From an optimization exercise on the open Yosys and OpenROAD flow, aimed at small area, a short achievable clock period and few clock cycles per item; shortcuts taken in it are not production practice.
At most, simulation tests tie the RTL to the original design; equivalence was not proved.
No functional check of the RTL was part of runs 4 to 7.
No activity file was given, so power comes from the tool's default toggle rates.

==> flow/design.v <==
module sqrt_mult_system (
    input clk_i,
    input rst_i,
    input start_i,
    input [7:0] a_bi,
    input [7:0] b_bi,
    output [15:0] result,
    output done
);
    function [3:0] isqrt;
        input [7:0] x;
        integer k;
        begin
            isqrt = 4'd0;
            for (k = 1; k < 16; k = k + 1)
                if (x >= k * k) isqrt = k;
        end
    endfunction
    wire [3:0] s = isqrt(b_bi);
    wire t_g1 = a_bi[1] & a_bi[0];
    wire t_p1 = a_bi[1] ^ a_bi[0];
    wire t_g2 = a_bi[2] & a_bi[1];
    wire t_p2 = a_bi[2] ^ a_bi[1];
    wire t_g3 = a_bi[3] & a_bi[2];
    wire t_p3 = a_bi[3] ^ a_bi[2];
    wire t_g4 = a_bi[4] & a_bi[3];
    wire t_p4 = a_bi[4] ^ a_bi[3];
    wire t_g5 = a_bi[5] & a_bi[4];
    wire t_p5 = a_bi[5] ^ a_bi[4];
    wire t_g6 = a_bi[6] & a_bi[5];
    wire t_p6 = a_bi[6] ^ a_bi[5];
    wire t_g7 = a_bi[7] & a_bi[6];
    wire t_p7 = a_bi[7] ^ a_bi[6];
    wire t_s0_1p = t_p1 & a_bi[0];
    wire t_s0_3g = t_g3 | (t_p3 & t_g2);
    wire t_s0_3p = t_p3 & t_p2;
    wire t_s0_5g = t_g5 | (t_p5 & t_g4);
    wire t_s0_5p = t_p5 & t_p4;
    wire t_s0_7g = t_g7 | (t_p7 & t_g6);
    wire t_s0_7p = t_p7 & t_p6;
    wire t_s1_2g = t_g2 | (t_p2 & t_g1);
    wire t_s1_2p = t_p2 & t_s0_1p;
    wire t_s1_3g = t_s0_3g | (t_s0_3p & t_g1);
    wire t_s1_3p = t_s0_3p & t_s0_1p;
    wire t_s1_6g = t_g6 | (t_p6 & t_s0_5g);
    wire t_s1_6p = t_p6 & t_s0_5p;
    wire t_s1_7g = t_s0_7g | (t_s0_7p & t_s0_5g);
    wire t_s1_7p = t_s0_7p & t_s0_5p;
    wire t_s2_4g = t_g4 | (t_p4 & t_s1_3g);
    wire t_s2_4p = t_p4 & t_s1_3p;
    wire t_s2_5g = t_s0_5g | (t_s0_5p & t_s1_3g);
    wire t_s2_5p = t_s0_5p & t_s1_3p;
    wire t_s2_6g = t_s1_6g | (t_s1_6p & t_s1_3g);
    wire t_s2_6p = t_s1_6p & t_s1_3p;
    wire t_s2_7g = t_s1_7g | (t_s1_7p & t_s1_3g);
    wire t_s2_7p = t_s1_7p & t_s1_3p;
    wire t_s3_8g = a_bi[7] & t_s2_7g;
    wire t_s3_8p = a_bi[7] & t_s2_7p;
    wire t_s2 = t_p2 ^ t_g1;
    wire t_s3 = t_p3 ^ t_s1_2g;
    wire t_s4 = t_p4 ^ t_s1_3g;
    wire t_s5 = t_p5 ^ t_s2_4g;
    wire t_s6 = t_p6 ^ t_s2_5g;
    wire t_s7 = t_p7 ^ t_s2_6g;
    wire t_s8 = a_bi[7] ^ t_s2_7g;
    wire c1 = b_bi >= 8'd1;
    wire c2 = b_bi >= 8'd4;
    wire c3 = b_bi >= 8'd9;
    wire c4 = b_bi >= 8'd16;
    wire c5 = b_bi >= 8'd25;
    wire c6 = b_bi >= 8'd36;
    wire c7 = b_bi >= 8'd49;
    wire c8 = b_bi >= 8'd64;
    wire c9 = b_bi >= 8'd81;
    wire c10 = b_bi >= 8'd100;
    wire c11 = b_bi >= 8'd121;
    wire c12 = b_bi >= 8'd144;
    wire c13 = b_bi >= 8'd169;
    wire c14 = b_bi >= 8'd196;
    wire c15 = b_bi >= 8'd225;
    wire le1 = (c1 & ~c2) | (c5 & ~c6) | (c9 & ~c10) | (c13 & ~c14);
    wire le2 = (c2 & ~c3) | (c6 & ~c7) | (c10 & ~c11) | (c14 & ~c15);
    wire le3 = (c3 & ~c4) | (c7 & ~c8) | (c11 & ~c12) | c15;
    wire he1 = c4 & ~c8;
    wire he2 = c8 & ~c12;
    wire lv0 = (le1 & a_bi[0]) | (le3 & a_bi[0]);
    wire lv1 = (le1 & a_bi[1]) | (le2 & a_bi[0]) | (le3 & t_p1);
    wire lv2 = (le1 & a_bi[2]) | (le2 & a_bi[1]) | (le3 & t_s2);
    wire lv3 = (le1 & a_bi[3]) | (le2 & a_bi[2]) | (le3 & t_s3);
    wire lv4 = (le1 & a_bi[4]) | (le2 & a_bi[3]) | (le3 & t_s4);
    wire lv5 = (le1 & a_bi[5]) | (le2 & a_bi[4]) | (le3 & t_s5);
    wire lv6 = (le1 & a_bi[6]) | (le2 & a_bi[5]) | (le3 & t_s6);
    wire lv7 = (le1 & a_bi[7]) | (le2 & a_bi[6]) | (le3 & t_s7);
    wire lv8 = (le2 & a_bi[7]) | (le3 & t_s8);
    wire lv9 = (le3 & t_s3_8g);
    wire hv0 = (he1 & a_bi[0]) | (c12 & a_bi[0]);
    wire hv1 = (he1 & a_bi[1]) | (he2 & a_bi[0]) | (c12 & t_p1);
    wire hv2 = (he1 & a_bi[2]) | (he2 & a_bi[1]) | (c12 & t_s2);
    wire hv3 = (he1 & a_bi[3]) | (he2 & a_bi[2]) | (c12 & t_s3);
    wire hv4 = (he1 & a_bi[4]) | (he2 & a_bi[3]) | (c12 & t_s4);
    wire hv5 = (he1 & a_bi[5]) | (he2 & a_bi[4]) | (c12 & t_s5);
    wire hv6 = (he1 & a_bi[6]) | (he2 & a_bi[5]) | (c12 & t_s6);
    wire hv7 = (he1 & a_bi[7]) | (he2 & a_bi[6]) | (c12 & t_s7);
    wire hv8 = (he2 & a_bi[7]) | (c12 & t_s8);
    wire hv9 = (c12 & t_s3_8g);
    wire f_g0 = lv2 & hv0;
    wire f_p0 = lv2 ^ hv0;
    wire f_g1 = lv3 & hv1;
    wire f_p1 = lv3 ^ hv1;
    wire f_g2 = lv4 & hv2;
    wire f_p2 = lv4 ^ hv2;
    wire f_g3 = lv5 & hv3;
    wire f_p3 = lv5 ^ hv3;
    wire f_g4 = lv6 & hv4;
    wire f_p4 = lv6 ^ hv4;
    wire f_g5 = lv7 & hv5;
    wire f_p5 = lv7 ^ hv5;
    wire f_g6 = lv8 & hv6;
    wire f_p6 = lv8 ^ hv6;
    wire f_g7 = lv9 & hv7;
    wire f_p7 = lv9 ^ hv7;
    wire f_s0_1g = f_g1 | (f_p1 & f_g0);
    wire f_s0_1p = f_p1 & f_p0;
    wire f_s0_3g = f_g3 | (f_p3 & f_g2);
    wire f_s0_3p = f_p3 & f_p2;
    wire f_s0_5g = f_g5 | (f_p5 & f_g4);
    wire f_s0_5p = f_p5 & f_p4;
    wire f_s0_7g = f_g7 | (f_p7 & f_g6);
    wire f_s0_7p = f_p7 & f_p6;
    wire f_s0_9p = hv9 & hv8;
    wire f_s1_2g = f_g2 | (f_p2 & f_s0_1g);
    wire f_s1_2p = f_p2 & f_s0_1p;
    wire f_s1_3g = f_s0_3g | (f_s0_3p & f_s0_1g);
    wire f_s1_3p = f_s0_3p & f_s0_1p;
    wire f_s1_6g = f_g6 | (f_p6 & f_s0_5g);
    wire f_s1_6p = f_p6 & f_s0_5p;
    wire f_s1_7g = f_s0_7g | (f_s0_7p & f_s0_5g);
    wire f_s1_7p = f_s0_7p & f_s0_5p;
    wire f_s2_4g = f_g4 | (f_p4 & f_s1_3g);
    wire f_s2_4p = f_p4 & f_s1_3p;
    wire f_s2_5g = f_s0_5g | (f_s0_5p & f_s1_3g);
    wire f_s2_5p = f_s0_5p & f_s1_3p;
    wire f_s2_6g = f_s1_6g | (f_s1_6p & f_s1_3g);
    wire f_s2_6p = f_s1_6p & f_s1_3p;
    wire f_s2_7g = f_s1_7g | (f_s1_7p & f_s1_3g);
    wire f_s2_7p = f_s1_7p & f_s1_3p;
    wire f_s3_8g = hv8 & f_s2_7g;
    wire f_s3_8p = hv8 & f_s2_7p;
    wire f_s3_9g = f_s0_9p & f_s2_7g;
    wire f_s3_9p = f_s0_9p & f_s2_7p;
    wire f_s1 = f_p1 ^ f_g0;
    wire f_s2 = f_p2 ^ f_s0_1g;
    wire f_s3 = f_p3 ^ f_s1_2g;
    wire f_s4 = f_p4 ^ f_s1_3g;
    wire f_s5 = f_p5 ^ f_s2_4g;
    wire f_s6 = f_p6 ^ f_s2_5g;
    wire f_s7 = f_p7 ^ f_s2_6g;
    wire f_s8 = hv8 ^ f_s2_7g;
    wire f_s9 = hv9 ^ f_s3_8g;
    wire [11:0] prod = {f_s9, f_s8, f_s7, f_s6, f_s5, f_s4, f_s3, f_s2, f_s1, f_p0, lv1, lv0};
    reg        done_r;
    reg [11:0] res_r;
    always @(posedge clk_i) begin
        done_r <= start_i & ~rst_i;
        res_r  <= prod;
    end
    assign result = {4'b0, res_r};
    assign done   = done_r;
endmodule
==> flow/flow/run.sh <==
#!/bin/bash
# Layout flow: the standard ORFS flow, with two changes.
#  1. Synthesis is ORFS's own script (with the standard flow's -nofsm -noshare wrapper,
#     flatten and renaming, as in synth_recipe.tcl), but ABC maps with the
#     script in flow/abc.script and full/half adder extraction can be skipped.
#  2. The port buffers inserted during placement are buf cells instead of
#     the slow clkdlybuf cells that buffer_ports picks by default.
# Settings come from flow/params.sh. Each tool's output goes to its own log.
set -euo pipefail
HERE=$(pwd)
source "$HERE/flow/params.sh"
export MY_ABC_SCRIPT="$HERE/flow/abc.script"
export MY_NOFA
export BUFFER_PORTS_ARGS="-buffer_cell $PORT_BUFFER"
sed "s#SYNTH_SCRIPT=[^ ]*#SYNTH_SCRIPT=$HERE/flow/synth.tcl#" standard.sh > my_standard.sh
bash my_standard.sh finish > flow_make.log 2>&1
==> flow/flow/abc.script <==
strash
dch
map -D 2400
topo
stime -c
buffer -c
upsize -c -D 2400
dnsize -c -D 2400
==> flow/flow/params.sh <==
MY_NOFA=1
PORT_BUFFER=sky130_fd_sc_hd__buf_1
==> flow/flow/synth.tcl <==
# synth_recipe.tcl with two hooks: abc runs flow/abc.script (MY_ABC_SCRIPT),
# and extract_fa is skipped when MY_NOFA is 1.
proc synth {args} { yosys synth -nofsm -noshare {*}$args }
proc abc {args} {
  set out {}
  set skip 0
  foreach a $args {
    if {$skip} { set skip 0; continue }
    if {$a eq "-script" || $a eq "-D"} { set skip 1; continue }
    lappend out $a
  }
  lappend out -script $::env(MY_ABC_SCRIPT)
  yosys abc {*}$out
}
if {$::env(MY_NOFA)} { proc extract_fa {args} {} }
source $::env(SCRIPTS_DIR)/synth.tcl
# left out here: clear keep_hierarchy, flatten, clean up, hide names made inside functions, write 1_2_yosys.v
==> flow/standard.sh <==
#!/bin/bash
# synth_recipe.tcl (not shown) runs the flow's synth.tcl, then flattens the netlist and writes it again
# the make line also repeats each setting of config.mk as NAME=value (left out here)
make -C /OpenROAD-flow-scripts/flow DESIGN_CONFIG=/design/flow/config.mk WORK_HOME=/design/flow/orfs CLKGATE_MAP_FILE= SYNTH_SCRIPT=/design/flow/synth_recipe.tcl "${@:-finish}"
==> flow/config.mk <==
export PLATFORM = sky130hd
export DESIGN_NAME = sqrt_mult_system
export DESIGN_NICKNAME = sqrt_mult_system
export VERILOG_FILES = /design/flow/design.v
export SDC_FILE = /design/flow/constraint.sdc
export NUM_CORES = 4
export LEC_CHECK = 0
export CAP_MARGIN = 20
export CORE_MARGIN = 2
export CORE_UTILIZATION = 40
export SETUP_SLACK_MARGIN = 1.4
export SLEW_MARGIN = 20
==> flow/constraint.sdc <==
create_clock -name core_clock -period 5.0 [get_ports {clk_i}]
set_input_delay 1.0000 -clock core_clock [delete_from_list [all_inputs] [get_ports {clk_i}]]
set_output_delay 1.0000 -clock core_clock [all_outputs]
set_load 0.01 [all_outputs]
==> key figures, run 1 <==
Synth
  – Post-synthesis cell area: ~1200 um^2
  – Mux cell area share after synthesis: 0%
  – Register area share after synthesis: between 20% and 30%
  – Adder-Cell Fraction of Synth Area: 0.805%
  – Mapped Cells: 210
  – YS warnings: 1
  – Syn Area/Cell: 5.92 um^2
  – Post-synthesis xor/xnor area fraction: 10.6%
  – Post-synthesis simple-gate area fraction: 29.2%
  – Yosys reg bits: 13
  – Synth Area in Compound Gates: 24.5%
  – Post-synth cell types: 26
  – Main combinational cell family by area after synthesis: simple AND/OR/NAND/NOR gates

Global routing
  – Initial antenna violation count: 0
  – Vias in the first global route: 1,112
  – Grt total ovfl: 0
  – Gr usage total: 16.3%
  – First-pass GRT wire length: 4590 um
  – Largest net degree at the start of global routing: 9

Drt
  – Antenna-violating nets left: 0
  – First-pass iteration count of the detailed router: 4
  – Routed len/inst: 10.0 um
  – Via count: 1,390
  – DR iter-0 viols: 29
  – Final wirelength: roughly 2800 um
  – Remaining DRCs: 0
  – Via density: about 5.0

Placed design
  – Placed cell areas: 1380 um^2
  – Port bufs: 31
  – DP Worst Slack: 1200 ps
  – Final Wtd Congestion: 0.888
  – Dpl hpwl: 2250 um

Hold path
  – Hold/Removal Path Class: in2reg
  – Min-Delay Endpoint: done_r$_DFF_P_
  – Hold Startpoint: rst_i
  – Worst hold path depth: 2

Outcome
  – Status: timing/DRC/antenna clean

Timing
  – Hold Fails Final Rpt: 0
  – Crit share post-route: 67.1%
  – Final worst setup slack: 1640 ps
  – Max Freq: between 200 and 300 MHz
  – Crit path time final: 3360 ps
  – Final Setup Violations: 0
  – Setup TNS: 0 ps
  – RSZ-0062 raised after global routing: no
  – Slew Limit Fails: 0

Pwr
  – Switching part of the total: ~40%
  – NetSw: 0.168 mW
  – Leakage power: 0.711 nW
  – Reg power frac: 35.1%
  – Int Pwr: approximately 0.25 mW
  – Maximum VDD drop: 0.0717 mV
  – Power Density: 286 nW/um^2
  – Clock Power Share: approximately 14%
  – Comb pwr share: 51.0%

Clock network
  – Total CTS buffers: 3
  – CTS root buf: clkbuf_4
  – CTS tree: yes
  – CTS H-Tree Depth: 1
  – CTS Sinks: 13
  – CTS clk-pin slew, worst paths: around 70 ps
  – Longest Clk Path Bufs: 2

Layout
  – Final nets: 265
  – Ant. Diodes: 0
  – Area Growth Syn to Fin: 17.1%
  – Most common cell after layout, fill and taps aside: nand2_1
  – Share of layout cells above drive strength 1: ~7.8%
  – Fillers: about 330
  – Commonest non-fill, non-tap cells in the layout: nand2_1, inv_1, nor2_1
  – Design Area, Final: 1460 um^2

Floorplan
  – Site Rows: 20
  – Io pins: 36
  – Core area: roughly 3000 um^2
  – Die height: 59.8 um
  – Die width: 59.8 um
  – Die area: between 3000 and 4000 um^2
  – Initial Utilization: 41.4%

Worst setup path
  – Worst Path Arrival: 3490 ps
  – Critical Path Sink Type: flip-flop
  – Kind of critical path: in2reg
  – CP Max Fanout: 6
  – Crit path launch type: input port
  – Required time worst endpoint: 5130 ps

Job
  – Total of max-cap violations: 0
## cell usage after synthesis
cell type / count / area [um^2]
xor2_1: 11 / 96.3
o22ai_1: 8 / 50.1
xnor2_1: 4 / 35.0
o211ai_1: 3 / 22.5
a211oi_1: 1 / 7.51
a221oi_1: 1 / 8.76
dfxtp_1: 13 / 260
maj3_1: 1 / 10.0
o221ai_1: 8 / 70.1
clkbuf_2: 1 / 5.00
a21oi_1: 15 / 75.1
nor2_1: 42 / 158
conb_1: 1 / 3.75
buf_4: 4 / 30.0
a22oi_1: 2 / 15.0
nand2_1: 37 / 139
nand4_1: 1 / 6.26
nor3_1: 2 / 10.0
o21ai_0: 7 / 35.0
and2_1: 1 / 6.26
or2_2: 2 / 12.5
nor4_1: 1 / 6.26
inv_1: 36 / 135
a31oi_1: 2 / 12.5
nand3_1: 5 / 25.0
o21ai_2: 1 / 8.76
## cells by family after synthesis
kind of cell | Yosys count
XOR/XNOR | 15
adder cells (fa/ha/maj) | 1
buffers and inverters | 41
flip-flops | 13
AO/OA/AOI/OAI | 48
AND/OR/NAND/NOR | 91
other | 1
## final cells by class
cell class / instances / area, um^2 / share of cell area, %
clock buffer: 4 / 26.3 / 1.80
inverter: 36 / 135 / 9.28
multi-input combinational: 159 / 861 / 59.1
sequential: 13 / 260 / 17.9
tap: 33 / 41.3 / 2.84
timing repair buffer: 33 / 133 / 9.11
## sequential cells by signal, summed over array words and instances (netlist names)
signal  cells
done_r      1
res_r      12
## critical path, stage by stage
cell      delay (ps)
buf_1            150
inv_1            140
nor2_2           170
o22ai_1          110
or2_2            340
o21ai_2          140
nand2_1           90
inv_1             90
nor2_1            70
xnor2_1          160
a221oi_2         260
and2_1           200
nor2_1            80
a21oi_2          200
o221ai_2         140
nand2_1           70
o21ai_0           80
## timing repair
action | in CTS | in global routing
endpoints found under the hold margin | 0 | 0
endpoints found under the setup margin | 0 | 5
resized for setup | 0 | 11
setup buffers | 0 | 2
hold buffers | 0 | 0
## layer usage
| layer | track usage (%) | up-vias | share of wire, % |
|---|---|---|---|
| li1 | - | 759 | - |
| met2 | 25.5 | 44 | 45 |
| met5 | 0 | - | 0 |
| met3 | 1.08 | 2 | 4.7 |
| met4 | 7.62 | 0 | 0.75 |
| met1 | 22.5 | 585 | 49 |
## through the flow
stage / std cells / power (mW) / hold WS [ps] / utilization [%]
6_report: 278 / 0.417 / 882 / 48.5
5_1_grt: 278 / 0.462 / 878 / 48.5
4_1_cts: 276 / 0.410 / 872 / 46.8
3_5_place_dp: 272 / 0.350 / 1160 / 45.9
3_3_place_gp: 272 / 0.352 / 1160 / 45.9
2_1_floorplan: 213 / 0.300 / 1070 / -
## worst max-delay path by stage
stage / startpoint / to
finish: a_bi[1] / res_r[11]$_DFF_P_
floorplan: a_bi[1] / res_r[10]$_DFF_P_
CTS: a_bi[1] / res_r[9]$_DFF_P_
global route: a_bi[1] / res_r[11]$_DFF_P_
detailed placement: a_bi[1] / res_r[9]$_DFF_P_
global placement: a_bi[1] / res_r[9]$_DFF_P_
## power by group through the flow
| stage | registers (mW) | clock network (mW) | logic (mW) |
|---|---|---|---|
| after floorplan | 0.171 | 0 | 0.129 |
| after global placement | 0.149 | 0 | 0.203 |
| after detailed placement | 0.149 | 0 | 0.200 |
| after CTS | 0.147 | 0.0621 | 0.201 |
| after global routing | 0.151 | 0.0672 | 0.244 |
| final | 0.146 | 0.0581 | 0.213 |
Testbench counts, summed over its fixed seeds: cycles 8,000, items 4,000.
==> run 2: changes to the inputs <==
--- a/flow/config.mk
+++ b/flow/config.mk
@@ -8,5 +8,5 @@
 export CAP_MARGIN = 20
 export CORE_MARGIN = 2
 export CORE_UTILIZATION = 40
-export SETUP_SLACK_MARGIN = 1.4
+export SETUP_SLACK_MARGIN = 1.8
 export SLEW_MARGIN = 20
==> key figures, run 2 <==
Synth
  – Yosys reg bits: 13 (unchanged)
  – Syn Area/Cell: 5.92 um^2 (unchanged)
  – Register area share after synthesis: 20.9% (unchanged)
  – Post-synthesis simple-gate area fraction: 29.2% (unchanged)
  – Post-synth cell types: 26 (unchanged)
  – Synth Area in Compound Gates: 24.5% (unchanged)
  – EDFF count, synth: 0 (unchanged)
  – Post-synthesis xor/xnor area fraction: 10.6% (unchanged)
  – Mapped Cells: 210 (unchanged)
  – Synth area leaders: dfxtp_1, nor2_1, nand2_1
  – YS warnings: 1 (unchanged)
  – Largest area contributor in the netlist: dfxtp_1
  – Top_reg_cell synth: dfxtp_1
  – Mux cell area share after synthesis: 0% (unchanged)
  – Post-synth top cells: nor2_1, nand2_1, inv_1
  – Share of the synthesized area in the top cell type: 20.9% (unchanged)
  – Count leader, synth: nor2_1
  – Post-synthesis cell area: 1240 um^2 (unchanged)
  – Adder-Cell Fraction of Synth Area: 0.805% (unchanged)
  – Main combinational cell family by area after synthesis: simple AND/OR/NAND/NOR gates
  – FFs w/ async S/R, synth: 0% (unchanged)

Job
  – Total of max-cap violations: 0 (unchanged)

Timing
  – RSZ-0062 raised after global routing: no
  – Max Freq: 324 MHz (+8.8%)
  – Setup TNS: 0 ps (unchanged)
  – Fin Hold WS: 884 ps (+1.30 ps)
  – Crit path time final: 3080 ps (-272 ps)
  – Final Setup Violations: 0 (unchanged)
  – Hold Fails Final Rpt: 0 (unchanged)
  – Slew Limit Fails: 0 (unchanged)
  – Crit share post-route: 61.7% (-5.4 points)
  – Final worst setup slack: 1920 ps (+272 ps)

Layout
  – Biggest regs: res_r: 12 flops, done_r: 1 flops
  – Fillers: 300 (-8.0%)
  – Max reg flops: 12 (unchanged)
  – Multi-input gate area: 978 um^2 (+14%)
  – Area Growth Syn to Fin: 36.1%
  – Final nets: 275 (+3.8%)
  – Commonest non-fill, non-tap cells in the layout: nand2_1, nor2_1, inv_1
  – Biggest register: res_r
  – Fin util: 56.4% (+7.9 points)
  – Ant. Diodes: 0 (unchanged)
  – Seq. cell area: 260 um^2 (unchanged)
  – Share of layout cells above drive strength 1: 30.6% (+23 points)
  – Most common cell after layout, fill and taps aside: nand2_1

Placed design
  – Dpl hpwl: 2250 um (+0.22%)
  – DP Worst Slack: 1180 ps (-23.7 ps)
  – Port bufs: 31 (unchanged)
  – Final Wtd Congestion: 0.881 (-0.84%)

Drt
  – Via density: 5.06 (+1.2%)
  – Remaining DRCs: 0 (unchanged)
  – DR iter-0 viols: 30 (+3.4%)
  – First-pass iteration count of the detailed router: 4 (unchanged)
  – Via count: 1,457 (+4.8%)
  – Final wirelength: 3050 um (+9.3%)
  – Routed len/inst: 10.6 um (+5.5%)
  – Antenna-violating nets left: 0 (unchanged)

Pwr
  – Leakage power: 0.813 nW (+14%)
  – Power Density: 268 nW/um^2 (-6.6%)
  – Maximum VDD drop: 0.0957 mV (+33%)

Worst setup path
  – Worst Path Arrival: 3270 ps (-220 ps)
  – CP Max Fanout: 6 (unchanged)
  – Kind of critical path: in2reg
  – Crit path launch type: input port
  – Required time worst endpoint: 5180 ps (+50 ps)
  – Critical Path Sink Type: flip-flop

Global routing
  – First-pass GRT wire length: 4910 um (+6.9%)
  – Routing usage on met3: 1.08% (unchanged)
  – Layer carrying the most global-route usage: met2
  – Grt met1 use: 22.6% (+0.10 points)
  – Vias in the first global route: 1,161 (+4.4%)
  – Initial antenna violation count: 0 (unchanged)
  – Met2 GRT Util: 28.7% (+3.3 points)
  – Gr usage total: 17.1% (+0.88 points)
  – Largest net degree at the start of global routing: 9 (unchanged)
  – Grt total ovfl: 0 (unchanged)

Clock network
  – Total CTS buffers: 3 (unchanged)
  – CTS root buf: clkbuf_4
  – Cts hold-fix bufs: 0 (unchanged)
  – CTS tree: yes
  – CTS H-Tree Depth: 1 (unchanged)
  – CTS clk-pin slew, worst paths: 70 ps (about the same)
  – Longest Clk Path Bufs: 2 (unchanged)
  – CTS Sinks: 13 (unchanged)

Floorplan
  – Io pins: 36 (unchanged)
  – Core area: 3000 um^2 (unchanged)
  – Die area: 3570 um^2 (unchanged)
  – Initial Utilization: 41.4% (unchanged)
  – Die width: 59.8 um (unchanged)
  – Site Rows: 20 (unchanged)
  – Die height: 59.8 um (unchanged)

Hold path
  – Hold/Removal Path Class: in2reg

Outcome
  – Status: timing/DRC/antenna clean
## run 2: logic make-up after synthesis
group           count (synthesis)
simple gates                   91
compound gates                 48
buf+inv                        41
xor+xnor                       15
flops                          13
fa+ha+maj                       1
other cells                     1
## run 2: final cells by class
| type | instances | share of cell area [%] |
|---|---|---|
| multi-input cells | 159 | 57.8 |
| flip-flops and latches | 13 | 15.4 |
| repair buffers | 43 | 14.3 |
| inverters | 36 | 8.57 |
| well taps | 33 | 2.44 |
| clock buffers | 4 | 1.55 |
## run 2: worst max-delay path: stages
cell	delay, ps
buf_2	140
inv_4	70
nor2_4	100
o22ai_2	90
or2_4	240
o21ai_2	160
nand2_1	100
inv_2	100
nor2_4	40
xnor2_2	150
a221oi_2	300
nor2_2	110
nor3_2	150
nand3_1	130
a31oi_1	210
xor2_1	170
## run 2: timing repair
| item | 4_1_cts | 5_1_grt |
|---|---|---|
| endpoints found under the setup margin | 5 | 6 |
| pin swaps | 8 | 19 |
| setup buffers | 3 | 9 |
| gates resized for setup | 15 | 69 |
| endpoints found under the hold margin | 0 | 0 |
## run 2: layer usage
metal / part of all wire (%) / up-vias / wire length [um]
met1: 47 / 636 / 1440
li1: - / 778 / -
met3: 4.0 / 4 / 121
met5: 0 / - / 0
met4: 1.3 / 0 / 40
met2: 47 / 39 / 1440
## run 2: stage by stage
stage | total power, mW | area (um^2) | std cells
floorplan | 0.303 | 1260 | 213
finish | 0.453 | 1690 | 288
global placement | 0.355 | 1390 | 272
CTS | 0.423 | 1470 | 279
detailed placement | 0.355 | 1390 | 272
global route | 0.496 | 1690 | 288
## run 2: path summary, 6_finish.rpt
| kind | cells past startpoint | from | slack [ps] | end |
|---|---|---|---|---|
| worst max-delay path | 16 | a_bi[1] | 1920 | res_r[9]$_DFF_P_ |
| worst min-delay path | 2 | rst_i | 880 | done_r$_DFF_P_ |
## run 2: power breakdown
part / internal, mW / leakage, nW / switching (mW)
clock network: 0.0308 / 0.0150 / 0.0274
logic: 0.0990 / 0.689 / 0.149
registers: 0.140 / 0.109 / 0.00696
total: 0.269 / 0.813 / 0.183
==> run 3: changes to the inputs <==
==> flow/flow/abc.script (replaced) <==
strash
dch
map -a
topo
stime -c
--- a/flow/config.mk
+++ b/flow/config.mk
@@ -8,5 +8,5 @@
 export CAP_MARGIN = 20
 export CORE_MARGIN = 2
 export CORE_UTILIZATION = 40
-export SETUP_SLACK_MARGIN = 1.8
+export SETUP_SLACK_MARGIN = 1.4
 export SLEW_MARGIN = 20
==> key figures, run 3 <==
Placed design
  – Port bufs: 31 (unchanged)
  – Final Wtd Congestion: 0.867 (-1.6%)
  – Dpl hpwl: 2300 um (+2.4%)
  – Placed Cells: 273 (+0.37%)

Worst setup path
  – Kind of critical path: in2reg
  – CP Max Fanout: 6 (unchanged)
  – Crit path launch type: input port
  – Crit. Startpoint: b_bi[7]
  – Critical Path Sink Type: flip-flop
  – Required time worst endpoint: 5210 ps (+30 ps)
  – Worst Path Arrival: 3530 ps (+260 ps)

Hold path
  – Hold/Removal Path Class: in2reg
  – Hold Startpoint: rst_i

Pwr
  – Switching part of the total: 41.3% (+0.81 points)
  – Reg power frac: 34.7% (+2.3 points)
  – Leakage power: 0.573 nW (-30%)
  – Comb pwr share: 50.3% (-4.5 points)
  – Maximum VDD drop: 0.0745 mV (-22%)
  – Power Density: 294 nW/um^2 (+9.8%)
  – NetSw: 0.175 mW (-4.6%)
  – Int Pwr: 0.249 mW (-7.7%)
  – Clock Power Share: 15.0% (+2.2 points)

Drt
  – Routed len/inst: 10.2 um (-3.6%)
  – Final wirelength: 2840 um (-7.0%)
  – First-pass iteration count of the detailed router: 4 (unchanged)
  – Via count: 1,394 (-4.3%)
  – Antenna-violating nets left: 0 (unchanged)
  – DR iter-0 viols: 23 (-23%)
  – Via density: 5.01 (-0.88%)
  – Remaining DRCs: 0 (unchanged)

Timing
  – Crit path time final: 3330 ps (+241 ps)
  – Crit share post-route: 66.5% (+4.8 points)
  – Setup TNS: 0 ps (unchanged)
  – Hold Fails Final Rpt: 0 (unchanged)
  – Final Setup Violations: 0 (unchanged)
  – RSZ-0062 raised after global routing: no
  – Slew Limit Fails: 0 (unchanged)
  – Max Freq: 301 MHz (-7.3%)

Floorplan
  – Die height: 59.6 um (-0.28%)
  – Site Rows: 20 (unchanged)
  – Io pins: 36 (unchanged)
  – Core area: 3000 um^2 (unchanged)
  – Die area: 3550 um^2 (-0.57%)
  – Initial Utilization: 41.2% (-0.25 points)
  – Die width: 59.6 um (-0.28%)

Synth
  – Top_reg_cell synth: dfxtp_1
  – FFs w/ async S/R, synth: 0% (unchanged)
  – Yosys reg bits: 13 (unchanged)
  – Share of the synthesized area in the top cell type: 21.1% (+0.13 points)
  – Syn Area/Cell: 5.89 um^2 (-0.60%)
  – Count leader, synth: nor2_1
  – Synth area leaders: dfxtp_1, nor2_1, nand2_1
  – YS warnings: 1 (unchanged)
  – EDFF count, synth: 0 (unchanged)
  – Post-synth top cells: nor2_1, nand2_1, clkinv_1
  – Mapped Cells: 210 (unchanged)
  – Register area share after synthesis: 21.1% (+0.13 points)
  – Post-synthesis cell area: 1240 um^2 (-0.60%)
  – Post-synth cell types: 22 (-15%)
  – Largest area contributor in the netlist: dfxtp_1

Job
  – Total of max-cap violations: 0 (unchanged)

Layout
  – Multi-input gate area: 851 um^2 (-13%)
  – Ant. Diodes: 0 (unchanged)
  – Biggest regs: res_r: 12 flops, done_r: 1 flops
  – Area Growth Syn to Fin: 16.7%
  – Filler-free cell count of the finished design: 278 (-3.5%)
  – Commonest non-fill, non-tap cells in the layout: nand2_1, clkinv_1, nor2_1
  – Fillers: 337 (+12%)
  – Share of layout cells above drive strength 1: 8.16% (-22 points)
  – Most common cell after layout, fill and taps aside: nand2_1
  – Seq. cell area: 260 um^2 (unchanged)
  – Final nets: 265 (-3.6%)
  – Max reg flops: 12 (unchanged)
  – Biggest register: res_r

Global routing
  – Largest net degree at the start of global routing: 9 (unchanged)
  – Initial antenna violation count: 0 (unchanged)
  – Vias in the first global route: 1,113 (-4.1%)
  – Grt total ovfl: 0 (unchanged)
  – Gr usage total: 16.7% (-0.41 points)
  – First-pass GRT wire length: 4630 um (-5.6%)

Clock network
  – CTS clk-pin slew, worst paths: 70 ps (about the same)
  – Total CTS buffers: 3 (unchanged)
  – Longest Clk Path Bufs: 2 (unchanged)
  – Cts hold-fix bufs: 0 (unchanged)
  – CTS root buf: clkbuf_4
  – CTS Sinks: 13 (unchanged)
  – CTS H-Tree Depth: 1 (unchanged)
  – CTS tree: yes

Outcome
  – Status: timing/DRC/antenna clean
-- run 3: per-stage QoR --
stage	utilization, %	area, um^2	hold WS (ps)	setup WS [ps]	total power, mW
after global routing	48.0	1440	863	1390	0.466
after floorplan	-	1250	1070	1740	0.300
after CTS	46.7	1400	859	1420	0.418
final	48.0	1440	861	1670	0.424
after detailed placement	45.8	1380	1160	1130	0.355
after global placement	45.8	1380	1160	1150	0.353
-- run 3: cell type report --
type                    count  share of cell area (%)
clock buffers               4                    1.82
inverters                  37                    9.63
multi-input cells         159                    59.0
flip-flops and latches     13                    18.0
well taps                  33                    2.86
repair buffers             32                    8.67
-- run 3: critical path: stages --
cell,delay [ps]
buf_1,190
clkinv_1,140
nor2_1,130
clkinv_1,110
nor3_1,200
clkinv_1,110
nand3_1,200
clkinv_1,250
o221ai_2,240
xor2_1,240
nand2_1,110
nand3_1,90
nand4_1,150
a31oi_1,210
xor2_1,170
-- run 3: path summary, 6_finish.rpt --
| check | endpoint | depth (start not counted) |
|---|---|---|
| setup / recovery | res_r[9]$_DFF_P_ | 15 |
| hold / removal | done_r$_DFF_P_ | 2 |
-- run 3: routing by layer --
| layer | vias to the layer above | share of wire, % | track usage, % | wire, um |
|---|---|---|---|---|
| met5 | - | 0 | 0 | 0 |
| met4 | 0 | 2.1 | 10.2 | 60 |
| met3 | 5 | 3.5 | 0.655 | 100 |
| met2 | 37 | 44 | 26.7 | 1240 |
| met1 | 591 | 51 | 22.1 | 1430 |
| li1 | 761 | - | - | - |
-- run 3: repair_timing --
action | in CTS | in global routing
endpoints found under the setup margin | 0 | 6
setup buffers | 0 | 1
resized for setup | 0 | 16
-- run 3: cells by family (layout without fill, tap and decap cells) --
group,count (synthesis),count (layout),synth area share (%)
and+or+nand+nor,91,91,29.3
AOI/OAI and AO/OA,48,48,24.3
buffers and inverters,41,73,13.7
xor gates and xnor gates,15,15,10.6
DFF,13,13,21.1
adders and majority gates,1,1,0.810
other,1,4,0.303
-- run 3: power by group through the flow --
| stage | clock (mW) | combinational, mW | sequential [mW] |
|---|---|---|---|
| 2_1_floorplan | 0 | 0.130 | 0.171 |
| 3_3_place_gp | 0 | 0.205 | 0.149 |
| 3_5_place_dp | 0 | 0.204 | 0.150 |
| 4_1_cts | 0.0658 | 0.205 | 0.147 |
| 5_1_grt | 0.0698 | 0.245 | 0.151 |
| 6_report | 0.0635 | 0.213 | 0.147 |
==> run 4: changes to the inputs <==
--- a/flow/design.v
+++ b/flow/design.v
@@ -119,44 +119,64 @@
     wire f_p6 = lv8 ^ hv6;
     wire f_g7 = lv9 & hv7;
     wire f_p7 = lv9 ^ hv7;
-    wire f_s0_1g = f_g1 | (f_p1 & f_g0);
-    wire f_s0_1p = f_p1 & f_p0;
-    wire f_s0_3g = f_g3 | (f_p3 & f_g2);
-    wire f_s0_3p = f_p3 & f_p2;
-    wire f_s0_5g = f_g5 | (f_p5 & f_g4);
-    wire f_s0_5p = f_p5 & f_p4;
-    wire f_s0_7g = f_g7 | (f_p7 & f_g6);
-    wire f_s0_7p = f_p7 & f_p6;
-    wire f_s0_9p = hv9 & hv8;
-    wire f_s1_2g = f_g2 | (f_p2 & f_s0_1g);
-    wire f_s1_2p = f_p2 & f_s0_1p;
-    wire f_s1_3g = f_s0_3g | (f_s0_3p & f_s0_1g);
-    wire f_s1_3p = f_s0_3p & f_s0_1p;
-    wire f_s1_6g = f_g6 | (f_p6 & f_s0_5g);
-    wire f_s1_6p = f_p6 & f_s0_5p;
-    wire f_s1_7g = f_s0_7g | (f_s0_7p & f_s0_5g);
-    wire f_s1_7p = f_s0_7p & f_s0_5p;
-    wire f_s2_4g = f_g4 | (f_p4 & f_s1_3g);
-    wire f_s2_4p = f_p4 & f_s1_3p;
-    wire f_s2_5g = f_s0_5g | (f_s0_5p & f_s1_3g);
-    wire f_s2_5p = f_s0_5p & f_s1_3p;
-    wire f_s2_6g = f_s1_6g | (f_s1_6p & f_s1_3g);
-    wire f_s2_6p = f_s1_6p & f_s1_3p;
-    wire f_s2_7g = f_s1_7g | (f_s1_7p & f_s1_3g);
-    wire f_s2_7p = f_s1_7p & f_s1_3p;
-    wire f_s3_8g = hv8 & f_s2_7g;
-    wire f_s3_8p = hv8 & f_s2_7p;
-    wire f_s3_9g = f_s0_9p & f_s2_7g;
-    wire f_s3_9p = f_s0_9p & f_s2_7p;
+    wire f_k0_1g = f_g1 | (f_p1 & f_g0);
+    wire f_k0_1p = f_p1 & f_p0;
+    wire f_k0_2g = f_g2 | (f_p2 & f_g1);
+    wire f_k0_2p = f_p2 & f_p1;
+    wire f_k0_3g = f_g3 | (f_p3 & f_g2);
+    wire f_k0_3p = f_p3 & f_p2;
+    wire f_k0_4g = f_g4 | (f_p4 & f_g3);
+    wire f_k0_4p = f_p4 & f_p3;
+    wire f_k0_5g = f_g5 | (f_p5 & f_g4);
+    wire f_k0_5p = f_p5 & f_p4;
+    wire f_k0_6g = f_g6 | (f_p6 & f_g5);
+    wire f_k0_6p = f_p6 & f_p5;
+    wire f_k0_7g = f_g7 | (f_p7 & f_g6);
+    wire f_k0_7p = f_p7 & f_p6;
+    wire f_k0_8g = hv8 & f_g7;
+    wire f_k0_8p = hv8 & f_p7;
+    wire f_k0_9p = hv9 & hv8;
+    wire f_k1_2g = f_k0_2g | (f_k0_2p & f_g0);
+    wire f_k1_2p = f_k0_2p & f_p0;
+    wire f_k1_3g = f_k0_3g | (f_k0_3p & f_k0_1g);
+    wire f_k1_3p = f_k0_3p & f_k0_1p;
+    wire f_k1_4g = f_k0_4g | (f_k0_4p & f_k0_2g);
+    wire f_k1_4p = f_k0_4p & f_k0_2p;
+    wire f_k1_5g = f_k0_5g | (f_k0_5p & f_k0_3g);
+    wire f_k1_5p = f_k0_5p & f_k0_3p;
+    wire f_k1_6g = f_k0_6g | (f_k0_6p & f_k0_4g);
+    wire f_k1_6p = f_k0_6p & f_k0_4p;
+    wire f_k1_7g = f_k0_7g | (f_k0_7p & f_k0_5g);
+    wire f_k1_7p = f_k0_7p & f_k0_5p;
+    wire f_k1_8g = f_k0_8g | (f_k0_8p & f_k0_6g);
+    wire f_k1_8p = f_k0_8p & f_k0_6p;
+    wire f_k1_9g = f_k0_9p & f_k0_7g;
+    wire f_k1_9p = f_k0_9p & f_k0_7p;
+    wire f_k2_4g = f_k1_4g | (f_k1_4p & f_g0);
+    wire f_k2_4p = f_k1_4p & f_p0;
+    wire f_k2_5g = f_k1_5g | (f_k1_5p & f_k0_1g);
+    wire f_k2_5p = f_k1_5p & f_k0_1p;
+    wire f_k2_6g = f_k1_6g | (f_k1_6p & f_k1_2g);
+    wire f_k2_6p = f_k1_6p & f_k1_2p;
+    wire f_k2_7g = f_k1_7g | (f_k1_7p & f_k1_3g);
+    wire f_k2_7p = f_k1_7p & f_k1_3p;
+    wire f_k2_8g = f_k1_8g | (f_k1_8p & f_k1_4g);
+    wire f_k2_8p = f_k1_8p & f_k1_4p;
+    wire f_k2_9g = f_k1_9g | (f_k1_9p & f_k1_5g);
+    wire f_k2_9p = f_k1_9p & f_k1_5p;
+    wire f_k3_8g = f_k2_8g | (f_k2_8p & f_g0);
+    wire f_k3_8p = f_k2_8p & f_p0;
+    wire f_k3_9g = f_k2_9g | (f_k2_9p & f_k0_1g);
+    wire f_k3_9p = f_k2_9p & f_k0_1p;
     wire f_s1 = f_p1 ^ f_g0;
-    wire f_s2 = f_p2 ^ f_s0_1g;
-    wire f_s3 = f_p3 ^ f_s1_2g;
-    wire f_s4 = f_p4 ^ f_s1_3g;
-    wire f_s5 = f_p5 ^ f_s2_4g;
-    wire f_s6 = f_p6 ^ f_s2_5g;
-    wire f_s7 = f_p7 ^ f_s2_6g;
-    wire f_s8 = hv8 ^ f_s2_7g;
-    wire f_s9 = hv9 ^ f_s3_8g;
+    wire f_s2 = f_p2 ^ f_k0_1g;
+    wire f_s3 = f_p3 ^ f_k1_2g;
+    wire f_s4 = f_p4 ^ f_k1_3g;
+    wire f_s5 = f_p5 ^ f_k2_4g;
+    wire f_s6 = f_p6 ^ f_k2_5g;
+    wire f_s7 = f_p7 ^ f_k2_6g;
+    wire f_s8 = hv8 ^ f_k2_7g;
+    wire f_s9 = hv9 ^ f_k3_8g;
     wire [11:0] prod = {f_s9, f_s8, f_s7, f_s6, f_s5, f_s4, f_s3, f_s2, f_s1, f_p0, lv1, lv0};
     reg        done_r;
     reg [11:0] res_r;
==> key figures, run 4 <==
Outcome
  – Status: timing/DRC/antenna clean

Floorplan
  – Io pins: 36 (unchanged)
  – Die area: 3600 um^2 (+1.3%)
  – Die height: 60.0 um (+0.66%)
  – Site Rows: 20 (unchanged)
  – Die width: 60.0 um (+0.66%)
  – Core area: 3030 um^2 (+0.83%)
  – Initial Utilization: 41.4% (+0.24 points)

Layout
  – Final nets: 275 (+3.8%)
  – Fillers: 326 (-3.3%)
  – Biggest register: res_r
  – Share of layout cells above drive strength 1: 14.5% (+6.3 points)
  – Biggest regs: res_r: 12 flops, done_r: 1 flops
  – Max reg flops: 12 (unchanged)
  – Area Growth Syn to Fin: 25.0%
  – Design Area, Final: 1570 um^2 (+8.7%)
  – Multi-input gate area: 927 um^2 (+9.0%)
  – Seq. cell area: 260 um^2 (unchanged)
  – Ant. Diodes: 0 (unchanged)
  – Commonest non-fill, non-tap cells in the layout: nor2_1, nand2_1, clkinv_1, buf_1, dfxtp_1

Global routing
  – Grt total ovfl: 0 (unchanged)
  – First-pass GRT wire length: 4880 um (+5.4%)
  – Largest net degree at the start of global routing: 9 (unchanged)
  – Vias in the first global route: 1,195 (+7.4%)
  – Gr usage total: 17.1% (+0.35 points)
  – Initial antenna violation count: 0 (unchanged)

Clock network
  – CTS root buf: clkbuf_4
  – Total CTS buffers: 3 (unchanged)
  – CTS tree: yes
  – CTS Sinks: 13 (unchanged)
  – Longest Clk Path Bufs: 2 (unchanged)
  – CTS clk-pin slew, worst paths: 80 ps (about the same)
  – CTS H-Tree Depth: 1 (unchanged)

Timing
  – Slew Limit Fails: 0 (unchanged)
  – Final Setup Violations: 0 (unchanged)
  – Hold Fails Final Rpt: 0 (unchanged)
  – Max Freq: 295 MHz (-1.7%)
  – RSZ-0062 raised after global routing: no
  – Crit path time final: 3380 ps (+59.1 ps)
  – Final worst setup slack: 1620 ps (-59.1 ps)
  – Setup TNS: 0 ps (unchanged)
  – Crit share post-route: 67.7% (+1.2 points)

Synth
  – Yosys reg bits: 13 (unchanged)
  – Register area share after synthesis: 20.8% (-0.29 points)
  – EDFF count, synth: 0 (unchanged)
  – FFs w/ async S/R, synth: 0% (unchanged)
  – Synth area leaders: dfxtp_1, nor2_1, nand2_1
  – Post-synthesis cell area: 1250 um^2 (+1.4%)
  – Share of the synthesized area in the top cell type: 20.8% (-0.29 points)
  – Top_reg_cell synth: dfxtp_1
  – Post-synth cell types: 24 (+9.1%)
  – Post-synth top cells: nor2_1, nand2_1, clkinv_1
  – Mapped Cells: 215 (+2.4%)
  – YS warnings: 1 (unchanged)
  – Count leader, synth: nor2_1
  – Largest area contributor in the netlist: dfxtp_1
  – Syn Area/Cell: 5.83 um^2 (-0.94%)

Pwr
  – Maximum VDD drop: 0.0686 mV (-7.9%)
  – Leakage power: 0.625 nW (+9.1%)
  – Pwr Total: 0.443 mW (+4.5%)
  – Power Density: 282 nW/um^2 (-3.9%)

Placed design
  – Placed cell areas: 1420 um^2 (+3.4%)
  – Final Wtd Congestion: 0.926 (+6.8%)
  – Dpl hpwl: 2380 um (+3.3%)
  – Port bufs: 31 (unchanged)
  – DP Worst Slack: 661 ps (-474 ps)

Worst setup path
  – Top cell by count, worst path: a211oi_1
  – Critical-path cell list: buf_1, clkinv_1, a211oi_1, a211oi_1, nor2_2, o21ai_1, nand2_1, inv_2, nor3_4, nor2_1, nor4_2, o21ai_2, a311oi_2, xor2_1
  – CP Max Fanout: 8 (+2)
  – CP max stage delay: 320 ps (+70 ps)
  – Slowest-stage cell, CP: nor4_2
  – Critical Path Sink Type: flip-flop
  – Required time worst endpoint: 5200 ps (about the same)
  – Kind of critical path: in2reg
  – Worst Path Arrival: 3590 ps (+60 ps)
  – Crit path launch type: input port

Hold path
  – Hold/Removal Path Class: in2reg

Drt
  – Via count: 1,442 (+3.4%)
  – First-pass iteration count of the detailed router: 5 (+1)
  – Remaining DRCs: 0 (unchanged)
  – DR iter-0 viols: 36 (+57%)
  – Via density: 4.82 (-3.8%)
  – Antenna-violating nets left: 0 (unchanged)
  – Final wirelength: 2980 um (+5.0%)
  – Routed len/inst: 9.96 um (-2.4%)

Job
  – Total of max-cap violations: 0 (unchanged)
-- run 4: cells by family (layout without fill, tap and decap cells) --
| kind of cell | Yosys count | count (layout) | share of synthesized area, % |
|---|---|---|---|
| AO/OA/AOI/OAI | 49 | 49 | 25.5 |
| XOR/XNOR | 13 | 13 | 9.08 |
| buffers and inverters | 40 | 77 | 13.2 |
| flip-flops | 13 | 13 | 20.8 |
| other | 1 | 4 | 0.299 |
| AND/OR/NAND/NOR | 99 | 99 | 31.1 |
-- run 4: final timing paths --
check	from	slack [ps]	end	cells past startpoint
worst min-delay path	rst_i	870	done_r$_DFF_P_	2
worst max-delay path	b_bi[7]	1620	res_r[10]$_DFF_P_	14
-- run 4: timing repair --
| action | 4_1_cts | 5_1_grt |
|---|---|---|
| setup buffers | 1 | 5 |
| hold buffers | 0 | 0 |
| resized for setup | 10 | 19 |
| setup endpoints to repair | 4 | 4 |
| pin swaps | 1 | 7 |
-- run 4: cell type report --
type	count	area share [%]
inverter	36	8.62
clock buffer	4	1.68
timing repair buffer	37	10.5
sequential	13	16.6
tap	44	3.51
multi-input combinational	165	59.1
-- run 4: per-stage QoR --
stage               utilization, %  instances  hold slack [ps]
finish                        51.8        299              872
global route                  51.8        299              898
CTS                           49.3        294              869
detailed placement            46.9        289             1160
global placement              46.9        289             1160
floorplan                        -        218             1070
-- run 4: layer usage --
layer,global-route usage [%],wire [um],vias up
met1,22.9,1440,601
met2,28.0,1360,44
met3,0.649,125,5
met5,0,0,-
met4,7.94,49,0
li1,-,-,792
-- run 4: critical path, delay by kind of cell --
family                 cells  cell delay [ps]
XOR/XNOR                   1              190
AO/OA/AOI/OAI              5              900
AND/OR/NAND/NOR            5             1010
buffers and inverters      3              490
-- run 4: power by group --
| part | switching [mW] | leakage, nW | internal [mW] |
|---|---|---|---|
| Sequential | 0.00716 | 0.109 | 0.139 |
| Combinational | 0.146 | 0.501 | 0.0869 |
| Clock | 0.0325 | 0.0150 | 0.0309 |
| Total | 0.186 | 0.625 | 0.256 |
==> run 5: changes to the inputs <==
==> flow/flow/abc.script (replaced) <==
strash
dch
map -D 2000
topo
stime -c
==> key figures, run 5 <==
Worst setup path
  – Required time worst endpoint: 5220 ps (+20 ps)
  – Worst Path Arrival: 3500 ps (-90 ps)
  – Critical Path Sink Type: flip-flop
  – CP Max Fanout: 8 (unchanged)
  – Kind of critical path: in2reg
  – Crit path launch type: input port

Floorplan
  – Die area: 3620 um^2 (+0.73%)
  – Core area: 3030 um^2 (unchanged)
  – Io pins: 36 (unchanged)
  – Site Rows: 20 (unchanged)
  – Die height: 60.2 um (+0.37%)
  – Initial Utilization: 41.7% (+0.33 points)
  – Die width: 60.2 um (+0.37%)

Placed design
  – Dpl hpwl: 2310 um (-3.0%)
  – Final Wtd Congestion: 0.866 (-6.4%)
  – Placed Cells: 283 (-2.1%)
  – Port bufs: 31 (unchanged)
  – Placed cell areas: 1420 um^2 (-0.35%)
  – DP Worst Slack: 927 ps (+266 ps)

Hold path
  – Hold/Removal Path Class: in2reg
  – Worst hold path depth: 2 (unchanged)
  – Min-Delay Endpoint: done_r$_DFF_P_
  – Hold Startpoint: rst_i

Drt
  – Final wirelength: 2860 um (-3.8%)
  – Routed len/inst: 9.91 um (-0.50%)
  – DR iter-0 viols: 39 (+8.3%)
  – Via density: 4.81 (-0.34%)
  – Antenna-violating nets left: 0 (unchanged)
  – First-pass iteration count of the detailed router: 4 (-1)
  – Remaining DRCs: 0 (unchanged)
  – Via count: 1,389 (-3.7%)

Synth
  – Share of the synthesized area in the top cell type: 20.6% (-0.16 points)
  – Syn Area/Cell: 6.05 um^2 (+3.7%)
  – Count leader, synth: nand2_1
  – Mapped Cells: 209 (-2.8%)
  – EDFF count, synth: 0 (unchanged)
  – Post-synth top cells: nand2_1, nor2_1, clkinv_1
  – Top_reg_cell synth: dfxtp_1
  – YS warnings: 1 (unchanged)
  – Yosys reg bits: 13 (unchanged)
  – Largest area contributor in the netlist: dfxtp_1
  – Synth area leaders: dfxtp_1, nand2_1, nor2_1
  – Register area share after synthesis: 20.6% (-0.16 points)
  – Post-synthesis cell area: 1260 um^2 (+0.80%)
  – Post-synth cell types: 27 (+13%)
  – FFs w/ async S/R, synth: 0% (unchanged)

Layout
  – Ant. Diodes: 0 (unchanged)
  – Most common cell after layout, fill and taps aside: nand2_1
  – Filler-free cell count of the finished design: 289 (-3.3%)
  – Final nets: 265 (-3.6%)
  – Fin util: 50.1% (-1.7 points)
  – Commonest non-fill, non-tap cells in the layout: nand2_1, nor2_1, buf_1
  – Share of layout cells above drive strength 1: 11.8% (-2.7 points)
  – Biggest regs: res_r: 12 flops, done_r: 1 flops
  – Biggest register: res_r
  – Area Growth Syn to Fin: 20.0%
  – Fillers: 320 (-1.8%)
  – Max reg flops: 12 (unchanged)
  – Design Area, Final: 1520 um^2 (-3.3%)

Timing
  – Max Freq: 305 MHz (+3.2%)
  – Setup TNS: 0 ps (unchanged)
  – Crit path time final: 3280 ps (-106 ps)
  – RSZ-0062 raised after global routing: no
  – Hold Fails Final Rpt: 0 (unchanged)
  – Fin Hold WS: 858 ps (-14.9 ps)
  – Final Setup Violations: 0 (unchanged)
  – Crit share post-route: 65.6% (-2.1 points)
  – Slew Limit Fails: 0 (unchanged)
  – Final worst setup slack: 1720 ps (+106 ps)

Job
  – Total of max-cap violations: 0 (unchanged)

Pwr
  – Comb pwr share: 51.7% (-1.0 points)
  – Leakage power: 0.612 nW (-2.1%)
  – Clock Power Share: 14.9% (+0.6 points)
  – Pwr Total: 0.435 mW (-1.6%)
  – Power Density: 287 nW/um^2 (+1.7%)
  – Switching part of the total: 41.3% (-0.72 points)
  – Int Pwr: 0.256 mW (-0.38%)
  – Reg power frac: 33.4% (+0.5 points)
  – NetSw: 0.180 mW (-3.3%)
  – Maximum VDD drop: 0.0900 mV (+31%)

Global routing
  – Gr usage total: 17.6% (+0.51 points)
  – First-pass GRT wire length: 4860 um (-0.29%)
  – Largest net degree at the start of global routing: 10 (+1)
  – Initial antenna violation count: 0 (unchanged)
  – Grt total ovfl: 0 (unchanged)
  – Vias in the first global route: 1,180 (-1.3%)

Clock network
  – Longest Clk Path Bufs: 2 (unchanged)
  – CTS clk-pin slew, worst paths: 70 ps (about the same)
  – CTS Sinks: 13 (unchanged)
  – Total CTS buffers: 3 (unchanged)
  – CTS root buf: clkbuf_4
  – CTS H-Tree Depth: 1 (unchanged)
  – CTS tree: yes

Outcome
  – Status: timing/DRC/antenna clean
-- run 5: layer usage --
layer / GRT usage, % / vias up / routed length, um
met5: 0 / - / 0
met4: 8.57 / 0 / 42
met3: 2.60 / 4 / 118
met2: 26.7 / 33 / 1270
met1: 24.0 / 584 / 1430
li1: - / 768 / -
-- run 5: kinds of logic after synthesis --
logic type | count (synthesis) | share of synthesized area (%)
and+or+nand+nor | 100 | 32.7
xor gates and xnor gates | 16 | 11.1
buffers and inverters | 30 | 10.1
AOI/OAI and AO/OA | 49 | 25.2
other | 1 | 0.297
DFF | 13 | 20.6
-- run 5: layout make-up --
type / count / area (um^2) / share of cell area, %
multi-input cells: 169 / 941 / 62.0
repair buffers: 33 / 136 / 8.99
flip-flops and latches: 13 / 260 / 17.2
clock buffers: 4 / 26.3 / 1.73
inverters: 26 / 97.6 / 6.44
well taps: 44 / 55.1 / 3.63
-- run 5: how the worst max path moves through the flow --
stage                       start                end  slack [ps]
after floorplan           b_bi[2]  res_r[10]$_DFF_P_        1540
after global placement    b_bi[6]   res_r[9]$_DFF_P_         970
after detailed placement  b_bi[6]  res_r[10]$_DFF_P_         930
after CTS                 b_bi[6]  res_r[10]$_DFF_P_        1410
after global routing      a_bi[3]   res_r[9]$_DFF_P_        1400
final                     b_bi[6]   res_r[9]$_DFF_P_        1720
-- run 5: critical path, stage by stage --
cell and delay, ps:
buf_1 210, nand2_1 130, nor2_1 130, o21ai_1 90, a21oi_1 170, nand3_2 190, a22oi_1 230, nand2_1 80
or2_2 270, nand2_1 110, clkinv_1 100, nand3_1 80, o211ai_1 120, a31o_2 240, a41oi_1 190, xor2_1 160
-- run 5: what timing repair did --
item,CTS,global route
hold buffers,0,0
setup buffers,0,2
gates cloned,0,0
endpoints found under the setup margin,4,5
resized for setup,2,20
pin swaps,0,1
-- run 5: power groups by stage --
| stage | Sequential [mW] | Clock (mW) | Combinational, mW |
|---|---|---|---|
| final | 0.145 | 0.0648 | 0.225 |
| after global routing | 0.150 | 0.0735 | 0.258 |
| after CTS | 0.146 | 0.0687 | 0.216 |
| after detailed placement | 0.148 | 0 | 0.215 |
| after global placement | 0.148 | 0 | 0.215 |
| after floorplan | 0.169 | 0 | 0.139 |
==> run 6: changes to the inputs <==
==> flow/flow/abc.script (replaced) <==
strash
dch
map -a
topo
stime -c
--- a/flow/config.mk
+++ b/flow/config.mk
@@ -8,5 +8,5 @@
 export CAP_MARGIN = 20
 export CORE_MARGIN = 2
 export CORE_UTILIZATION = 40
-export SETUP_SLACK_MARGIN = 1.4
+export SETUP_SLACK_MARGIN = 1.8
 export SLEW_MARGIN = 20
==> key figures, run 6 <==
Clock network
  – CTS H-Tree Depth: 1 (unchanged)
  – CTS clk-pin slew, worst paths: 90 ps (+20 ps)
  – Cts hold-fix bufs: 0 (unchanged)
  – Total CTS buffers: 3 (unchanged)
  – CTS Sinks: 13 (unchanged)
  – CTS tree: yes
  – CTS root buf: clkbuf_4
  – Longest Clk Path Bufs: 2 (unchanged)

Synth
  – Syn Area/Cell: 5.83 um^2 (-3.6%)
  – Register area share after synthesis: 20.8% (+0.16 points)
  – EDFF count, synth: 0 (unchanged)
  – Largest area contributor in the netlist: dfxtp_1
  – Top_reg_cell synth: dfxtp_1
  – Synth area leaders: dfxtp_1, nor2_1, nand2_1
  – Post-synth top cells: nor2_1, nand2_1, clkinv_1
  – Yosys reg bits: 13 (unchanged)
  – Count leader, synth: nor2_1
  – Post-synthesis cell area: 1250 um^2 (-0.79%)
  – Post-synth cell types: 24 (-11%)
  – Mapped Cells: 215 (+2.9%)
  – Share of the synthesized area in the top cell type: 20.8% (+0.16 points)
  – FFs w/ async S/R, synth: 0% (unchanged)
  – YS warnings: 1 (unchanged)

Layout
  – Biggest regs: res_r: 12 flops, done_r: 1 flops
  – Share of layout cells above drive strength 1: 33.0% (+21 points)
  – Commonest non-fill, non-tap cells in the layout: nand2_1, nor2_1, buf_1, buf_4, clkinv_1
  – Most common cell after layout, fill and taps aside: nand2_1
  – Area Growth Syn to Fin: 50.6%
  – Design Area, Final: 1890 um^2 (+25%)
  – Ant. Diodes: 0 (unchanged)
  – Final nets: 290 (+9.4%)
  – Max reg flops: 12 (unchanged)
  – Biggest register: res_r

Job
  – Total of max-cap violations: 0 (unchanged)

Drt
  – Final wirelength: 3550 um (+24%)
  – Via count: 1,581 (+14%)
  – Remaining DRCs: 0 (unchanged)
  – Antenna-violating nets left: 0 (unchanged)
  – DR iter-0 viols: 35 (-10%)
  – Via density: 5.04 (+4.8%)
  – First-pass iteration count of the detailed router: 4 (unchanged)
  – Routed len/inst: 11.3 um (+14%)

Worst setup path
  – CP Max Fanout: 6 (-2)
  – Buf/Inv on CP: 4 (+2)
  – Critical-path cell list: clkbuf_4, clkinvlp_4, a21oi_4, a21oi_2, nor2_4, inv_4, a22oi_2, o21ai_2, nand2_2, inv_4, nor3_4, nor2_4, nor4_4, o21ai_2, a311oi_2, xor2_1
  – Delay-heaviest family, CP: compound AO/OA/AOI/OAI gates
  – Slowest-stage cell, CP: a311oi_2
  – CP max stage delay: 330 ps (+60 ps)
  – Crit. Startpoint: b_bi[6]
  – Required time worst endpoint: 5230 ps (about the same)
  – Crit path launch type: input port
  – Critical Path Sink Type: flip-flop
  – Worst Path Arrival: 3550 ps (+50 ps)
  – Kind of critical path: in2reg

Placed design
  – Dpl hpwl: 2480 um (+7.3%)
  – Port bufs: 31 (unchanged)
  – Final Wtd Congestion: 0.902 (+4.1%)
  – Placed cell areas: 1500 um^2 (+6.0%)

Floorplan
  – Die width: 60.0 um (-0.37%)
  – Die area: 3600 um^2 (-0.73%)
  – Initial Utilization: 41.4% (-0.33 points)
  – Core area: 3030 um^2 (unchanged)
  – Die height: 60.0 um (-0.37%)
  – Site Rows: 20 (unchanged)
  – Io pins: 36 (unchanged)

Timing
  – RSZ-0062 raised after global routing: yes
  – Hold Fails Final Rpt: 0 (unchanged)
  – Max Freq: 301 MHz (-1.3%)
  – Crit path time final: 3320 ps (+41.9 ps)
  – Slew Limit Fails: 0 (unchanged)
  – Setup TNS: 0 ps (unchanged)
  – Crit share post-route: 66.4% (+0.84 points)
  – Fin Hold WS: 842 ps (-15.1 ps)
  – Final Setup Violations: 0 (unchanged)

Hold path
  – Hold Startpoint: rst_i
  – Hold/Removal Path Class: in2reg
  – Worst hold path depth: 2 (unchanged)
  – Min-Delay Endpoint: done_r$_DFF_P_

Outcome
  – Status: timing/DRC/antenna clean

Global routing
  – Grt total ovfl: 0 (unchanged)
  – Vias in the first global route: 1,343 (+14%)
  – Largest net degree at the start of global routing: 9 (-1)
  – First-pass GRT wire length: 5530 um (+14%)
  – Initial antenna violation count: 0 (unchanged)
  – Gr usage total: 20.1% (+2.5 points)

Pwr
  – Leakage power: 0.768 nW (+26%)
  – Pwr Total: 0.504 mW (+16%)
  – Power Density: 267 nW/um^2 (-7.1%)
  – Maximum VDD drop: 0.0975 mV (+8.3%)
run 6: cell types whose count changed after synthesis, sizes merged, moves of 4 or more:
cell    change
a22oi       -6
clkinv     +10
nand2       -4
nor2       +11
o221ai      +4
run 6: cell families after synthesis:
| family | Yosys count | share of synthesized area [%] |
|---|---|---|
| AOI/OAI and AO/OA | 49 | 25.5 |
| other | 1 | 0.299 |
| DFF | 13 | 20.8 |
| buffers and inverters | 40 | 13.2 |
| and+or+nand+nor | 99 | 31.1 |
| xor gates and xnor gates | 13 | 9.08 |
run 6: per-stage QoR:
step | cells | util (%) | worst slack (ps)
global placement | 289 | 49.6 | 1040
CTS | 297 | 53.3 | 1800
global route | 314 | 62.4 | 1510
floorplan | 218 | - | 1660
detailed placement | 289 | 49.6 | 882
finish | 314 | 62.4 | 1680
run 6: per-layer routing:
metal  up-vias  global-route usage, %  wire length (um)
met5         -                      0                 0
met2        44                   34.5              1760
met4         0                   6.03                51
met1       708                   25.1              1590
li1        822                      -                 -
met3         7                   3.90               153
run 6: power by group:
group | total (mW) | internal [mW] | leakage [nW] | switching (mW)
sequential | 0.146 | 0.139 | 0.109 | 0.00776
clock | 0.0727 | 0.0311 | 0.0150 | 0.0416
combinational | 0.285 | 0.113 | 0.644 | 0.171
run 6: worst max path at each step:
| stage | end | cells past startpoint |
|---|---|---|
| 6_report | res_r[10]$_DFF_P_ | 16 |
| 2_1_floorplan | res_r[10]$_DFF_P_ | 16 |
| 5_1_grt | res_r[11]$_DFF_P_ | 17 |
| 4_1_cts | res_r[10]$_DFF_P_ | 19 |
| 3_5_place_dp | res_r[10]$_DFF_P_ | 16 |
| 3_3_place_gp | res_r[10]$_DFF_P_ | 16 |
run 6: layout make-up:
| type | instances | area (um^2) |
|---|---|---|
| clock buffers | 4 | 26.3 |
| fillers | 274 | 1140 |
| inverters | 36 | 155 |
| multi-input cells | 165 | 1090 |
| flip-flops and latches | 13 | 260 |
| well taps | 44 | 55.1 |
| repair buffers | 52 | 305 |
run 6: what timing repair did:
item | CTS | global route
setup buffers | 4 | 17
pin swaps | 5 | 27
gates resized for setup | 22 | 45
setup endpoints to repair | 6 | 5
==> run 7: changes to the inputs <==
==> flow/flow/abc.script (replaced) <==
strash
dch
map -D 2000
topo
stime -c
==> key figures, run 7 <==
Global routing
  – Vias in the first global route: 1,215 (-9.5%)
  – First-pass GRT wire length: 5190 um (-6.1%)
  – Gr usage total: 18.7% (-1.3 points)
  – Largest net degree at the start of global routing: 9 (unchanged)

Drt
  – WL met3: 111 um (-27%)
  – Routed len/inst: 10.7 um (-5.5%)
  – Remaining DRCs: 0 (unchanged)
  – Via density: 4.87 (-3.2%)
  – Final wirelength: 3240 um (-8.8%)
  – DR iter-0 viols: 18 (-49%)
  – Via count: 1,477 (-6.6%)
  – Top layer in use: met4
  – Met2 WL: 1540 um (-12%)
  – Antenna-violating nets left: 0 (unchanged)
  – Wl on met1: 1510 um (-4.6%)

Layout
  – Commonest non-fill, non-tap cells in the layout: nand2_1, buf_1, nor2_1
  – Final nets: 279 (-3.8%)
  – Most common cell after layout, fill and taps aside: nand2_1
  – Filler-free cell count of the finished design: 303 (-3.5%)
  – Area Growth Syn to Fin: 40.8%
  – Fin util: 58.8% (-3.6 points)
  – Biggest register: res_r
  – Ant. Diodes: 0 (unchanged)

Placed design
  – Dpl hpwl: 2350 um (-5.1%)
  – Placed Cells: 283 (-2.1%)
  – Final Wtd Congestion: 0.855 (-5.2%)
  – Port bufs: 31 (unchanged)

Synth
  – Post-synthesis cell area: 1260 um^2 (+0.80%)
  – Post-synth top cells: nand2_1, nor2_1, clkinv_1
  – Synth area leaders: dfxtp_1, nand2_1, nor2_1
  – Mapped Cells: 209 (-2.8%)
  – Share of the synthesized area in the top cell type: 20.6% (-0.16 points)
  – FFs w/ async S/R, synth: 0% (unchanged)
  – Yosys reg bits: 13 (unchanged)
  – EDFF count, synth: 0 (unchanged)
  – Largest area contributor in the netlist: dfxtp_1
  – YS warnings: 1 (unchanged)
  – Syn Area/Cell: 6.05 um^2 (+3.7%)

Worst setup path
  – Worst Path Arrival: 3290 ps (-260 ps)
  – Critical-path cell list: buf_2, nor2_4, nand2_1, nor3_1, a21oi_2, nand3_2, buf_4, a22oi_2, a21boi_1, clkinv_1, o211ai_1, a31o_2, a41oi_2, xor2_1
  – Required time worst endpoint: 5170 ps (-60 ps)
  – Delay-heaviest family, CP: compound AO/OA/AOI/OAI gates
  – Crit path launch type: input port
  – Buf/Inv on CP: 3 (-1)
  – Slowest-stage cell, CP: nor3_1

Pwr
  – Clock Power Share: 13.3% (-1.1 points)
  – Int Pwr: 0.284 mW (+0.21%)
  – Reg power frac: 29.8% (+0.7 points)
  – Leakage power: 0.740 nW (-3.7%)
  – Comb pwr share: 56.9% (+0.4 points)
  – Maximum VDD drop: 0.0999 mV (+2.5%)

Clock network
  – Longest Clk Path Bufs: 2 (unchanged)
  – CTS clk-pin slew, worst paths: 80 ps (about the same)
  – CTS tree: yes
  – CTS Sinks: 13 (unchanged)
  – Total CTS buffers: 3 (unchanged)

Outcome
  – Status: timing/DRC/antenna clean

Timing
  – Setup TNS: 0 ps (unchanged)
  – Max Freq: 320 MHz (+6.2%)
  – Slew Limit Fails: 0 (unchanged)
  – RSZ-0062 raised after global routing: yes
  – Fin Hold WS: 861 ps (+18.8 ps)
  – Final Setup Violations: 0 (unchanged)
  – Crit share post-route: 62.5% (-3.9 points)
  – Hold Fails Final Rpt: 0 (unchanged)

Floorplan
  – Core area: 3030 um^2 (unchanged)
  – Die area: 3620 um^2 (+0.73%)
  – Die width: 60.2 um (+0.37%)
  – Die height: 60.2 um (+0.37%)

Hold path
  – Hold/Removal Path Class: in2reg

Job
  – Total of max-cap violations: 0 (unchanged)
-- run 7: cell count changes after synthesis, sizes merged, moves of 4 or more --
| cell | previous run | this run |
|---|---|---|
| a22oi | 2 | 8 |
| clkinv | 36 | 26 |
| nand2 | 40 | 44 |
| nor2 | 48 | 37 |
| o221ai | 9 | 5 |
-- run 7: cells by family (layout without fill, tap and decap cells) --
family / after synthesis / count (layout) / synth area share (%)
buffers and inverters: 30 / 77 / 10.1
other: 1 / 4 / 0.297
AND/OR/NAND/NOR: 100 / 100 / 32.7
flip-flops: 13 / 13 / 20.6
XOR/XNOR: 16 / 16 / 11.1
AO/OA/AOI/OAI: 49 / 49 / 25.2
-- run 7: per-layer routing --
layer	global-route usage [%]	vias to the layer above
met4	11.7	0
li1	-	797
met1	24.3	639
met2	29.5	35
met3	1.73	6
met5	0	-
-- run 7: layout make-up --
| cell class | count | area, um^2 |
|---|---|---|
| Sequential cell | 13 | 260 |
| Inverter | 26 | 105 |
| Timing Repair Buffer | 47 | 250 |
| Clock buffer | 4 | 26.3 |
| Tap cell | 44 | 55.1 |
| Multi-Input combinational cell | 169 | 1080 |
| Fill cell | 300 | 1250 |
-- run 7: power groups by stage --
stage | combinational [mW] | sequential, mW | clock (mW)
finish | 0.277 | 0.145 | 0.0645
global route | 0.310 | 0.150 | 0.0730
CTS | 0.243 | 0.145 | 0.0687
global placement | 0.222 | 0.148 | 0
detailed placement | 0.221 | 0.148 | 0
floorplan | 0.146 | 0.169 | 0
-- run 7: per-stage QoR --
stage | instance area (um^2) | setup slack, ps
floorplan | 1300 | 1820
global placement | 1450 | 1180
detailed placement | 1450 | 1160
CTS | 1610 | 1800
global route | 1780 | 1690
finish | 1780 | 1870
-- run 7: path summary, 6_finish.rpt --
path    start                to  slack (ps)  cells past startpoint
max   b_bi[4]  res_r[9]$_DFF_P_        1870                     14
min     rst_i    done_r$_DFF_P_         860                      2
-- run 7: repair_timing --
action / in CTS / in global routing
endpoints found under the setup margin: 5 / 5
buffers inserted: 10 / 6
pin swaps: 5 / 20
resized for setup: 27 / 39
hold buffers: 0 / 0

Re-timed with assumed drivers on the ports (clkbuf_16 on the clock, buf_2 on other inputs), run 7 has 1.875 ns of setup slack against 1.873 ns with ideal ports, and 1.577 ns once port delays also move by the mid clock arrival of 0.297 ns.
